What follows belongs to an exercise in optimizing a design on an open flow for small area; a production flow would make more cautious choices.
Only simulation tests tie the RTL to the original design; equivalence was not proved.
Power is estimated from default activity; no workload was simulated.

== lane 1 ==
==> flow/design.v <==
module Datapath(
    clock,
    reset,
    instr,
    pc,
    rf_we,
    rf_waddr,
    rf_wdata,
    dm_we,
    dm_addr,
    dm_wdata
);
    input reset, clock;
    input [31:0] instr;
    output [31:0] pc;
    output rf_we;
    output [4:0] rf_waddr;
    output [31:0] rf_wdata;
    output dm_we;
    output [4:0] dm_addr;
    output [31:0] dm_wdata;
    wire [6:0] op = instr[6:0];
    wire [4:0] rd = instr[11:7];
    wire [4:0] rs1 = instr[19:15];
    wire [4:0] rs2 = instr[24:20];
    wire [2:0] f3 = instr[14:12];
    wire [6:0] f7 = instr[31:25];
    wire is_r  = (op == 7'b0110011);
    wire is_ld = (op == 7'b0000011);
    wire is_st = (op == 7'b0100011);
    wire is_br = (op == 7'b1100011);
    reg [31:1] pcq;
    assign pc = {pcq, 1'b0};
    reg [31:0] rf [1:31];
    reg [31:0] dm [0:31];
    reg [31:0] a, b;
    integer k;
    always @(*) begin
        a = 32'd0;
        b = 32'd0;
        for (k = 1; k < 32; k = k + 1) begin
            a = a | ({32{rs1 == k}} & rf[k]);
            b = b | ({32{rs2 == k}} & rf[k]);
        end
    end
    wire f7z = (f7 == 7'b0000000);
    wire f7s = (f7 == 7'b0100000);
    wire op_as  = (f7z | f7s) & (f3 == 3'b000);
    wire op_and = f7z & (f3 == 3'b111);
    wire op_or  = f7z & (f3 == 3'b110);
    wire inv = instr[30] | ~instr[4];        
    wire [31:0] bb = b ^ {32{inv}};
    wire [31:0] p = a ^ bb;
    wire [31:0] g = a & bb;
    wire [32:0] s2 = {a, 1'b1} + {bb, inv};
    wire [31:0] sum = s2[32:1];
    genvar n;
    wire [31:0] alu = ({32{op_as}} & sum) |
                      ({32{op_and}} & g) |
                      ({32{op_or}} & (p | g));
    wire [4:0] ioff = is_st ? {instr[26:25], instr[11:9]} : instr[26:22];
    wire [4:0] ip = a[4:0] ^ ioff;
    wire [4:0] ig = a[4:0] & ioff;
    wire [5:0] ic;
    assign ic[0] = 1'b0;
    generate
        for (n = 0; n < 5; n = n + 1) begin : g_idx
            assign ic[n+1] = ig[n] | (ip[n] & ic[n]);
        end
    endgenerate
    wire [4:0] idx = ip ^ ic[4:0];
    reg [31:0] mrd;
    always @(*) begin
        mrd = 32'd0;
        for (k = 0; k < 32; k = k + 1)
            mrd = mrd | ({32{idx == k}} & dm[k]);
    end
    wire [31:0] wd = is_ld ? mrd : alu;
    assign rf_we = is_r | is_ld;
    assign rf_waddr = rd;
    assign rf_wdata = wd;
    assign dm_we = is_st;
    assign dm_addr = idx;
    assign dm_wdata = b;
    wire taken = is_br & (&p);
    wire [10:0] boff = taken ? {instr[7], instr[30:25], instr[11:8]} : 11'd2;
    wire bs = taken & instr[31];
    wire [30:0] pa = {{20{bs}}, boff};
    wire [31:1] pcn = pcq + pa;
    always @(posedge clock)
        if (reset) pcq <= 31'd0;
        else pcq <= pcn;
    wire [31:0] wd0 = wd & {32{~reset}};
    wire [31:0] wd1 = wd | {32{reset}};
    wire [31:0] bd0 = b & {32{~reset}};
    wire [31:0] bd1 = b | {32{reset}};
    genvar i, j;
    generate
        for (i = 1; i < 32; i = i + 1) begin : g_rf
            wire en = reset | (rf_we & (rd == i));
            wire [31:0] rv = (i == 29) ? 32'd252 : i;
            wire [31:0] d;
            for (j = 0; j < 32; j = j + 1) begin : g_b
                assign d[j] = rv[j] ? wd1[j] : wd0[j];
            end
            always @(posedge clock)
                if (en) rf[i] <= d;
        end
        for (i = 0; i < 32; i = i + 1) begin : g_dm
            wire en = reset | (is_st & (idx == i));
            wire [31:0] d;
            for (j = 0; j < 32; j = j + 1) begin : g_b
                assign d[j] = (i >> j) & 1 ? bd1[j] : bd0[j];
            end
            always @(posedge clock)
                if (en) dm[i] <= d;
        end
    endgenerate
endmodule
Settings: LEC_CHECK=0, CAP_MARGIN=20, CORE_MARGIN=2, CORE_UTILIZATION=60, CTS_BUF_LIST=sky130_fd_sc_hd__clkbuf_4, SLEW_MARGIN=20; clock period 12.0 ns.
run.sh (not shown) runs the stock make flow with config.mk's settings and CLKGATE_MAP_FILE= SYNTH_SCRIPT=/design/flow/synth_recipe.tcl, a recipe that flattens the netlist after the stock synthesis.
The flow completed for lane 1, but it is not clean: the layout still shows negative setup slack.
Modified inputs, lane 2 compared to lane 1
# lane 1
export LEC_CHECK = 0
export CAP_MARGIN = 20
export CORE_MARGIN = 2
export CORE_UTILIZATION = 60
export CTS_BUF_LIST = sky130_fd_sc_hd__clkbuf_4
export SLEW_MARGIN = 20
create_clock -name core_clock -period 12.0 [get_ports {clock}]
# lane 2
export LEC_CHECK = 0
export CAP_MARGIN = 20
export CORE_MARGIN = 2
export CORE_UTILIZATION = 40
export SLEW_MARGIN = 20
create_clock -name core_clock -period 12.0 [get_ports {clock}]
==> flow/flow/run.sh (new file) <==
#!/bin/bash
# Layout flow: the standard ORFS flow (standard synthesis unchanged),
# with a leaner clock tree (larger sink clusters, no dummy loads) and
# plain buf_2 port buffers. Each tool's output goes to a log in this folder.
set -euo pipefail
CTS="-sink_clustering_enable -repair_clock_nets -dont_use_dummy_load"
CTS="$CTS -sink_clustering_size 24 -sink_clustering_max_diameter 80"
CTS="$CTS -buf_list {sky130_fd_sc_hd__clkbuf_8 sky130_fd_sc_hd__clkbuf_16}"
bash standard.sh "CTS_ARGS=$CTS" \
    "BUFFER_PORTS_ARGS=-buffer_cell sky130_fd_sc_hd__buf_2" \
    finish > standard_flow.log 2>&1
==> flow/standard.sh (new file) <==
#!/bin/bash
# synth_recipe.tcl (not shown) runs the flow's synth.tcl, then flattens the netlist and writes it again
# the make line also repeats each setting of config.mk as NAME=value (left out here)
make -C /OpenROAD-flow-scripts/flow DESIGN_CONFIG=/design/flow/config.mk WORK_HOME=/design/flow/orfs CLKGATE_MAP_FILE= SYNTH_SCRIPT=/design/flow/synth_recipe.tcl "${@:-finish}"
removed: flow/run.sh
### Flow results
- Status | lane 2 and lane 1 | clean except lane 1
- Lane 1: flow complete, layout not clean; failing: negative setup slack
- Final standard cell count with taps included and fillers excluded: lane 2 and lane 1 compared, higher one is lane 2
- Lane 2 vs. lane 1: via count of the first global-routing pass went down by 5553.
- Fmax: lane 2 vs lane 1 up 2.6 MHz
- Overall power of lane 2 falls short of that of lane 1 by more than 10%.

---

the previous run:
Datapath, a different RTL version from the one above (not shown whole).
Size in the first run: ~4,600 cells after synthesis, about 81,000 um2 of cells after synthesis.
clock: 12.0 ns
lec_check: 0
cap_margin: 20
core_margin: 2
core_utilization: 50
slew_margin: 20
synth_hierarchical: 1
standard.sh (not shown) runs the stock make flow with config.mk's settings and CLKGATE_MAP_FILE= SYNTH_SCRIPT=/design/flow/synth_recipe.tcl, a recipe that flattens the netlist after the stock synthesis.
==> flow/flow/run.sh <==
#!/bin/bash
# Layout flow: the standard ORFS flow (standard synthesis unchanged),
# with a leaner clock tree (clkbuf_8 leaves over clusters of up to 16
# sinks, no dummy loads) and plain buf_2 port buffers.
# Each tool's output goes to a log in this folder.
set -euo pipefail
CTS="-sink_clustering_enable -repair_clock_nets -dont_use_dummy_load"
CTS="$CTS -sink_clustering_size 16 -sink_clustering_max_diameter 60"
CTS="$CTS -buf_list {sky130_fd_sc_hd__clkbuf_8}"
bash standard.sh "CTS_ARGS=$CTS" \
    "BUFFER_PORTS_ARGS=-buffer_cell sky130_fd_sc_hd__buf_2" \
    finish > standard_flow.log 2>&1
## Diff of input files: the current run against the previous run
- CORE_UTILIZATION: 50 -> 60
==> comparison <==
The final layouts of the previous run and the current run pass the timing, DRC and antenna checks. Maximum resistive drop on vdd on the current run is ahead of the previous run. Delta (the current run minus the previous run): number of storage elements in the synthesis netlist level; post-route worst setup slack moved up; signed area change from the synthesized netlist to the final layout moved down. Summary: switching power summed over all nets, the current run better than the previous run. Sort the previous run and the current run by insertion delay to the later sink of the worst-skew pair, ascending, and the current run comes first. Going from the previous run to the current run, count of clock buffers in the final design shrank by 5; overall power consumption has decreased; wire length of the first global-routing pass shows a reduction of 4.2%.

---

Setup of run 2:
Datapath again, from the RTL that the note above started with.
Settings: LEC_CHECK=0, CAP_MARGIN=10, CORE_MARGIN=2, CORE_UTILIZATION=50, SLEW_MARGIN=10, SYNTH_HIERARCHICAL=1; clock period 12.0 ns.
==> flow/flow/run.sh <==
#!/bin/bash
# Layout flow: the standard ORFS flow (standard synthesis unchanged),
# with a leaner clock tree (clkbuf_8 leaves over clusters of up to 16
# sinks, no dummy loads) and plain buf_1 port buffers.
# Each tool's output goes to a log in this folder.
set -euo pipefail
CTS="-sink_clustering_enable -repair_clock_nets -dont_use_dummy_load"
CTS="$CTS -sink_clustering_size 16 -sink_clustering_max_diameter 60"
CTS="$CTS -buf_list {sky130_fd_sc_hd__clkbuf_8}"
bash standard.sh "CTS_ARGS=$CTS" \
    "BUFFER_PORTS_ARGS=-buffer_cell sky130_fd_sc_hd__buf_1" \
    finish > standard_flow.log 2>&1
Run 2 finished all stages; however, its layout fails the closing checks, the failures being negative setup slack.
For run 4, these inputs were changed with respect to run 2:
diff --git a/flow/flow/run.sh b/flow/flow/run.sh
--- a/flow/flow/run.sh
+++ b/flow/flow/run.sh
@@ -4 +4 @@
-# sinks, no dummy loads) and plain buf_1 port buffers.
+# sinks, no dummy loads) and plain buf_2 port buffers.
@@ -11 +11 @@
-    "BUFFER_PORTS_ARGS=-buffer_cell sky130_fd_sc_hd__buf_1" \
+    "BUFFER_PORTS_ARGS=-buffer_cell sky130_fd_sc_hd__buf_2" \
diff --git a/flow/config.mk b/flow/config.mk
--- a/flow/config.mk
+++ b/flow/config.mk
@@ -8 +8 @@
-export CAP_MARGIN = 10
+export CAP_MARGIN = 20
@@ -10,2 +10,2 @@
-export CORE_UTILIZATION = 50
-export SLEW_MARGIN = 10
+export CORE_UTILIZATION = 40
+export SLEW_MARGIN = 20
Findings:
- [flow] run 2 | stages: complete | final checks: fail | reason: negative setup slack
- Run 4 ran to completion and came out clean on the timing, DRC and antenna checks.
- Diff run 2 -> run 4 | summed area of non-filler cells in the final layout | up slightly
- [compare] base=run 2 new=run 4: power density over the cells shrank by 1.7%, number of buffers outside the clock class in the layout increased by 15 relative to the old numbers, total die area went up by about 25%, switching power share of the total went down.
- The run showing the greater clock period minus final worst setup slack is run 2.
- [run 4 vs run 2] leakage power total: higher in run 4
- Summary: with run 2 as the reference, total CTS buffers in run 4 moved up slightly.
- In the tables for run 4 and run 2, layout overhead on the synthesized area reads higher with run 4.
- In run 4 relative to run 2, post-route total power had gone down slightly.
- On hold slack, run 2 loses to run 4.

---

Setup of v6:
Datapath, a different RTL version from the one above (not shown whole).
For scale: about 4600 cells after synthesis, roughly 2000 flip-flops, roughly 140 I/O pins, about 0.081 mm2 of cells after synthesis.
==> flow/design.v (excerpt) <==
module Datapath(
    clock,
    reset,
    instr,
    pc,
    rf_we,
    rf_waddr,
    rf_wdata,
    dm_we,
    dm_addr,
    dm_wdata
);
==> flow/config.mk <==
export PLATFORM = sky130hd
export DESIGN_NAME = Datapath
export DESIGN_NICKNAME = Datapath
export VERILOG_FILES = /design/flow/design.v
export SDC_FILE = /design/flow/constraint.sdc
export NUM_CORES = 4
export LEC_CHECK = 0
export CAP_MARGIN = 20
export CORE_MARGIN = 2
export CORE_UTILIZATION = 70
export SLEW_MARGIN = 20
export SYNTH_HIERARCHICAL = 1
==> flow/constraint.sdc <==
create_clock -name core_clock -period 12.0 [get_ports {clock}]
set_input_delay 2.4000 -clock core_clock [delete_from_list [all_inputs] [get_ports {clock}]]
set_output_delay 2.4000 -clock core_clock [all_outputs]
set_load 0.01 [all_outputs]
==> flow/flow/run.sh <==
#!/bin/bash
# Layout flow: the standard ORFS flow (standard synthesis unchanged),
# with a leaner clock tree (clkbuf_8 leaves over clusters of up to 16
# sinks, no dummy loads) and plain buf_2 port buffers.
# Each tool's output goes to a log in this folder.
set -euo pipefail
CTS="-sink_clustering_enable -repair_clock_nets -dont_use_dummy_load"
CTS="$CTS -sink_clustering_size 16 -sink_clustering_max_diameter 60"
CTS="$CTS -buf_list {sky130_fd_sc_hd__clkbuf_8}"
bash standard.sh "CTS_ARGS=$CTS" \
    "BUFFER_PORTS_ARGS=-buffer_cell sky130_fd_sc_hd__buf_2" \
    finish > standard_flow.log 2>&1
v6 reached the end of the flow, and the finished layout is clean on the timing, DRC and antenna checks.
## Diff of input files: v7 against v6
- CORE_UTILIZATION: 70 -> 60
[summary]
Compared with v6, in v7 number of global-route vias before repair lost 4.0%; wire length of the first global-routing pass now sits higher; worst hold slack fell 0.025 ns; final critical-path setup slack +0.074 ns.
The standard cells in v7 occupy more silicon area than those in v6 do.
The endpoint of the most critical setup path comes out rf_wdata[7] in one run and rf_wdata[30] in the other, namely in v6 and v7 respectively.
Compare v7 and v6 | clock share of power higher: v7
On v7: final estimated routing congestion in global placement is about 4.5% lower than what v6 gave.

separate check: timing with driven ports:
How much do the figures lean on ideal ports? The routed layouts below were timed once more, with nothing changed but the port constraints.
Step 1: set_driving_cell puts a clkbuf_16 on clock and a buf_2 on each other input, an assumption about the parent block.
Step 2 also shifts input and output timing later by t, the mid clock arrival at the registers, as if the neighbouring blocks saw the same clock.
Three values: ideal ports, drivers, drivers and shift; two values: the first two.
| run | t (ns) | setup WS [ns] | worst data-port slew with drivers (ns) |
|---|---|---|---|
| lane 1 | 1.416 | -0.006 / -0.039 / -0.039 | 0.07 |
| lane 2 | 0.862 | 0.361 / 0.169 / 0.169 | 0.19 |
| the previous run | 1.004 | 0.474 / 0.440 / 0.440 | 0.16 |
| the current run | 0.952 | 0.521 / 0.490 / 0.490 | 0.19 |
| run 2 | 1.000 | -0.008 / -0.032 / -0.032 | 0.18 |
| run 4 | 1.019 | 0.560 / 0.455 / 0.455 | 0.12 |
| v6 | 0.938 | 0.493 / 0.297 / 0.297 | 0.23 |
| v7 | 0.942 | 0.567 / 0.273 / 0.273 | 0.31 |
The setup slack of v7, which loses most, moves by -0.294 ns with the drivers and by -0.294 ns with both steps.
